This design comes from an exercise in tuning for small area on the open sky130 flow, not from production work. RTL that was checked went through simulation tests only; none was proved equivalent to the original. Power and IR drop assume default switching activity.

==> 05-04 <==
==> flow/design.v (excerpt) <==
module ALU_top (
    input  wire        clk,
    input  wire [31:0] operand1,
    input  wire [31:0] operand2,
    input  wire [2:0]  opcode,
    input  wire        is_signed,
    output reg  [31:0] alu_res
);
==> module ALU, before the edit <==
module ALU (
    input wire [31:0] operand1,
    input wire [31:0] operand2,
    output reg [31:0] alu_res,
    input wire [2:0] opcode,
    input wire is_signed
);
always@(*) begin
    case(opcode)
        3'b000: begin 
            if(is_signed==1)  alu_res = operand1 + operand2;  
            else alu_res = operand1 - operand2;  
            end
        3'b010: alu_res = $signed(operand1) < $signed(operand2) ? 1:0;  
        3'b011: alu_res = operand1 < operand2 ? 1:0;  
        3'b100: alu_res = operand1 ^ operand2;  
        3'b110: alu_res = operand1 | operand2;  
        3'b111: alu_res = operand1 & operand2;  
        3'b001: alu_res = operand1 << operand2;  
        3'b101: begin  
            if (is_signed == 1) begin
                alu_res = $signed(operand1) >> operand2;  
            end
            else alu_res = operand1 >> operand2;
            end
    endcase
end
endmodule
clock: 4.5 ns
lec_check: 0
cap_margin: 20
core_margin: 2
core_utilization: 45
slew_margin: 20
run.sh (not shown) runs the stock make flow with config.mk's settings and CLKGATE_MAP_FILE= SYNTH_SCRIPT=/design/flow/synth_recipe.tcl, a recipe that flattens the netlist after the stock synthesis.
==> 02-13 (differences from 05-04) <==
==> flow/design.v (replaced) <==
module ALU_top (
    input  wire        clk,
    input  wire [31:0] operand1,
    input  wire [31:0] operand2,
    input  wire [2:0]  opcode,
    input  wire        is_signed,
    output reg  [31:0] alu_res
);
    reg [31:0] op1_q, op2_q;
    reg [2:0]  opc_q;
    reg        sgn_q;
    wire [31:0] res;
    always @(posedge clk) begin
        op1_q   <= operand1;
        op2_q   <= operand2;
        opc_q   <= opcode;
        sgn_q   <= is_signed;
        alu_res <= res;
    end
    ALU u_alu (
        .operand1(op1_q),
        .operand2(op2_q),
        .alu_res(res),
        .opcode(opc_q),
        .is_signed(sgn_q)
    );
endmodule

module ALU (
    input wire [31:0] operand1,
    input wire [31:0] operand2,
    output reg [31:0] alu_res,
    input wire [2:0] opcode,
    input wire is_signed
);
    wire [31:0] a = operand1;
    wire [31:0] b = operand2;
    wire        sub = ~opcode[2] & (opcode[1] | ~is_signed);
    wire [31:0] bx  = b ^ {32{sub}};
    wire [31:0] p   = a ^ bx;
    wire [31:0] g   = a & bx;
    reg  [31:0] G1, P1;
    reg  [32:0] c;
    integer i, l, s;
    reg [31:0] Gt, Pt;
    always @(*) begin
        Gt = g; Pt = p;
        Gt[0] = g[0] | (p[0] & sub);
        for (l = 1; l < 32; l = l * 2)
            for (i = 2*l - 1; i < 32; i = i + 2*l) begin
                Gt[i] = Gt[i] | (Pt[i] & Gt[i-l]);
                Pt[i] = Pt[i] & Pt[i-l];
            end
        for (l = 8; l >= 1; l = l / 2)
            for (i = 3*l - 1; i < 32; i = i + 2*l) begin
                Gt[i] = Gt[i] | (Pt[i] & Gt[i-l]);
                Pt[i] = Pt[i] & Pt[i-l];
            end
        c[0] = sub;
        for (i = 0; i < 32; i = i + 1) c[i+1] = Gt[i];
    end
    wire [31:0] sum = p ^ c[31:0];
    wire        ltu = ~c[32];
    wire        lt  = ltu ^ (~opcode[0] & (a[31] ^ b[31]));
    wire        big = |b[31:5];
    reg  [31:0] r0, r1, r2, r3, r4, r5;
    always @(*) begin
        for (i = 0; i < 32; i = i + 1) r0[i] = opcode[2] ? a[i] : a[31-i];
        r1 = b[0] ? {1'b0,  r0[31:1]}  : r0;
        r2 = b[1] ? {2'b0,  r1[31:2]}  : r1;
        r3 = b[2] ? {4'b0,  r2[31:4]}  : r2;
        r4 = b[3] ? {8'b0,  r3[31:8]}  : r3;
        r5 = b[4] ? {16'b0, r4[31:16]} : r4;
    end
    always @(*) begin
        for (i = 0; i < 32; i = i + 1) begin
            case (opcode)
                3'b000: alu_res[i] = sum[i];
                3'b001: alu_res[i] = ~big & r5[31-i];
                3'b010, 3'b011: alu_res[i] = (i == 0) ? lt : 1'b0;
                3'b100: alu_res[i] = p[i];
                3'b101: alu_res[i] = ~big & r5[i];
                3'b110: alu_res[i] = p[i] | g[i];
                default: alu_res[i] = g[i];
            endcase
        end
    end
endmodule
ABC_AREA = 1   (was unset)
==> flow_summary_export.csv <==
group,metric,value,unit
status,status,"complete, no violations",
critical_path,cp.required,4.74,ns
drt,met2_length,11900,um
critical_path,cp.depth,24,
sta,fmax,0.250,GHz
final_layout,drive_gt1_share,7.17,%
global_routing,grtUsageMet2,45.9,%
yosys,synth_compound_area_share,8.62,%
final_layout,seq_area_share,21.4,%
sta,worst_slack,0.503,ns
yosys,synth_cell_type_count,49,
yosys,synth_fp_nets,1331,
final_layout,multi_input_cells,897,
final_layout,area_delta_synth_final,16.9,%
global_routing,grt_pass1_wl,41800,um
-- figures above: 02-13

==> flow_summary_export.csv <==
group,metric,value,unit
critical_path,cp_max_fo,23,
clocking,clk_root_buffer_cell,"clkbuf_16",
sta,fmax,0.285,GHz
global_routing,grtUsageMet2,53.1,%
sta,worst_slack,0.994,ns
final_layout,drive_gt1_share,8.01,%
drt,met2_length,18200,um
final_layout,seq_area_share,16.8,%
yosys,synth_cell_type_count,73,
critical_path,cp.depth,10,
clocking,cts_hold_repair.buffers,0,
yosys,synth_fp_nets,1591,
status,status,"complete, no violations",
final_layout,multi_input_area,7590,um^2
critical_path,cp.required,4.81,ns
final_layout,area_delta_synth_final,14.6,%
global_routing,grt_pass1_wl,63000,um
-- figures above: 05-04


* * *

==> v4: inputs <==
Another version of the RTL of ALU_top (not shown whole).
clock: 4.5 ns
lec_check: 0
cap_margin: 20
core_margin: 2
core_utilization: 45
gpl_timing_driven: 0
slew_margin: 20
standard.sh (not shown) runs the stock make flow with config.mk's settings and CLKGATE_MAP_FILE= SYNTH_SCRIPT=/design/flow/synth_recipe.tcl, a recipe that flattens the netlist after the stock synthesis.
==> flow/flow/run.sh <==
#!/bin/bash
# Own flow: the ALU is written as a netlist of cell models (ALU_<cell>, see gen/).
# Swap each model for the sky130 cell of the same function and pins, then run the
# standard ORFS flow on that design, with plain buf_1 cells as the port buffers and
# a clock tree of clkbuf_8 without dummy loads.
set -euo pipefail
cd "$(dirname "$0")/.."
DESIGN=${FLOW_DESIGN:-$PWD/design.v}
sed -e '/CELL MODELS BEGIN/,/CELL MODELS END/d' \
    -e 's/^\(\s*\)ALU_\([a-z0-9_]*\) /\1sky130_fd_sc_hd__\2 /' "$DESIGN" > "$PWD/mapped.v"
grep -c 'sky130_fd_sc_hd__' "$PWD/mapped.v" > map.log
bash standard.sh VERILOG_FILES="$PWD/mapped.v" \
    BUFFER_PORTS_ARGS="-buffer_cell sky130_fd_sc_hd__buf_1" \
    CTS_ARGS="-sink_clustering_enable -repair_clock_nets -dont_use_dummy_load -buf_list sky130_fd_sc_hd__clkbuf_8" \
    finish > standard.log 2>&1
==> v3: changes against v4 <==
Settings changed: GPL_TIMING_DRIVEN 0 to default.
==> impl_metrics.xml <==
<?xml version="1.0" encoding="UTF-8"?>
<metrics>
  <group name="worst_setup_path">
    <metric name="timing.reg2reg.setup_slack" unit="ps">390</metric>
  </group>
  <group name="power">
    <metric name="combinationalPowerShare" unit="">0.339</metric>
    <metric name="internal-power" unit="mW">1.44</metric>
    <metric name="p_comb" unit="mW">0.753</metric>
  </group>
  <group name="finish">
    <metric name="proportion_of_cell_area_occupied_by_multi_input_gates" unit="">0.534</metric>
    <metric name="final-clk-cell-share" unit="">0.0200</metric>
    <metric name="share_of_layout_cells_above_drive_strength_1" unit="">0.0705</metric>
  </group>
  <group name="routing">
    <metric name="detail_route.wl_per_cell" unit="microns">20.5</metric>
    <metric name="m1_wire_length" unit="microns">7770</metric>
  </group>
  <group name="grt">
    <metric name="first_global_vias" unit="">5222</metric>
  </group>
  <group name="place">
    <metric name="pre_cts_ws" unit="ps">469</metric>
  </group>
  <group name="outcome">
    <metric name="run_status" unit="">finished clean</metric>
  </group>
  <group name="timing">
    <metric name="fmaxAchievable" unit="MHz">243</metric>
  </group>
</metrics>
[end of results for v3]
==> impl_metrics.xml <==
<?xml version="1.0" encoding="UTF-8"?>
<metrics>
  <group name="power">
    <metric name="internal-power" unit="mW">1.44</metric>
  </group>
  <group name="routing">
    <metric name="detail_route.wl_per_cell" unit="microns">20.6</metric>
    <metric name="m1_wire_length" unit="microns">7740</metric>
  </group>
  <group name="grt">
    <metric name="first_global_vias" unit="">5119</metric>
  </group>
  <group name="outcome">
    <metric name="run_status" unit="">finished clean</metric>
  </group>
  <group name="finish">
    <metric name="share_of_layout_cells_above_drive_strength_1" unit="">0.0783</metric>
  </group>
</metrics>
[end of results for v4]
No run of this note included a check of the RTL's function; only the layout flow was run.

static timing again, ports no longer ideal:
In the flow no input, the clock included, has a driving cell. The finished layouts below were timed again as built, in two steps.
Step 1 (the two cells are an assumption about what drives the block):
set clk [get_ports {clk}]
set_driving_cell -lib_cell sky130_fd_sc_hd__clkbuf_16 $clk
set_driving_cell -lib_cell sky130_fd_sc_hd__buf_2 [delete_from_list [all_inputs] $clk]
Step 2 times the ports against the registers' clock, not the clock port: input delays grow and output delays shrink by t, the midpoint of the rising clock arrivals with the driver on.
a / b / c = ideal ports / drivers / drivers and shift; a / b = the first two.
run	shift t [ns]	setup slack, ns	worst hold slack (ns)	worst setup path after step 2	worst slew at a driven data input, ns
05-04	0.401	0.994 / 0.994 / 0.994	0.751 / 0.751 / 0.751	register to register	0.04
02-13	0.405	0.503 / 0.503 / 0.503	0.775 / 0.775 / 0.775	register to register	0.06
v4	0.415	0.263 / 0.263 / 0.263	0.593 / 0.579 / 0.705	register to register	0.03
v3	0.405	0.385 / 0.385 / 0.385	0.599 / 0.585 / 0.707	register to register	0.05
After both steps setup and hold are still met in every run listed.
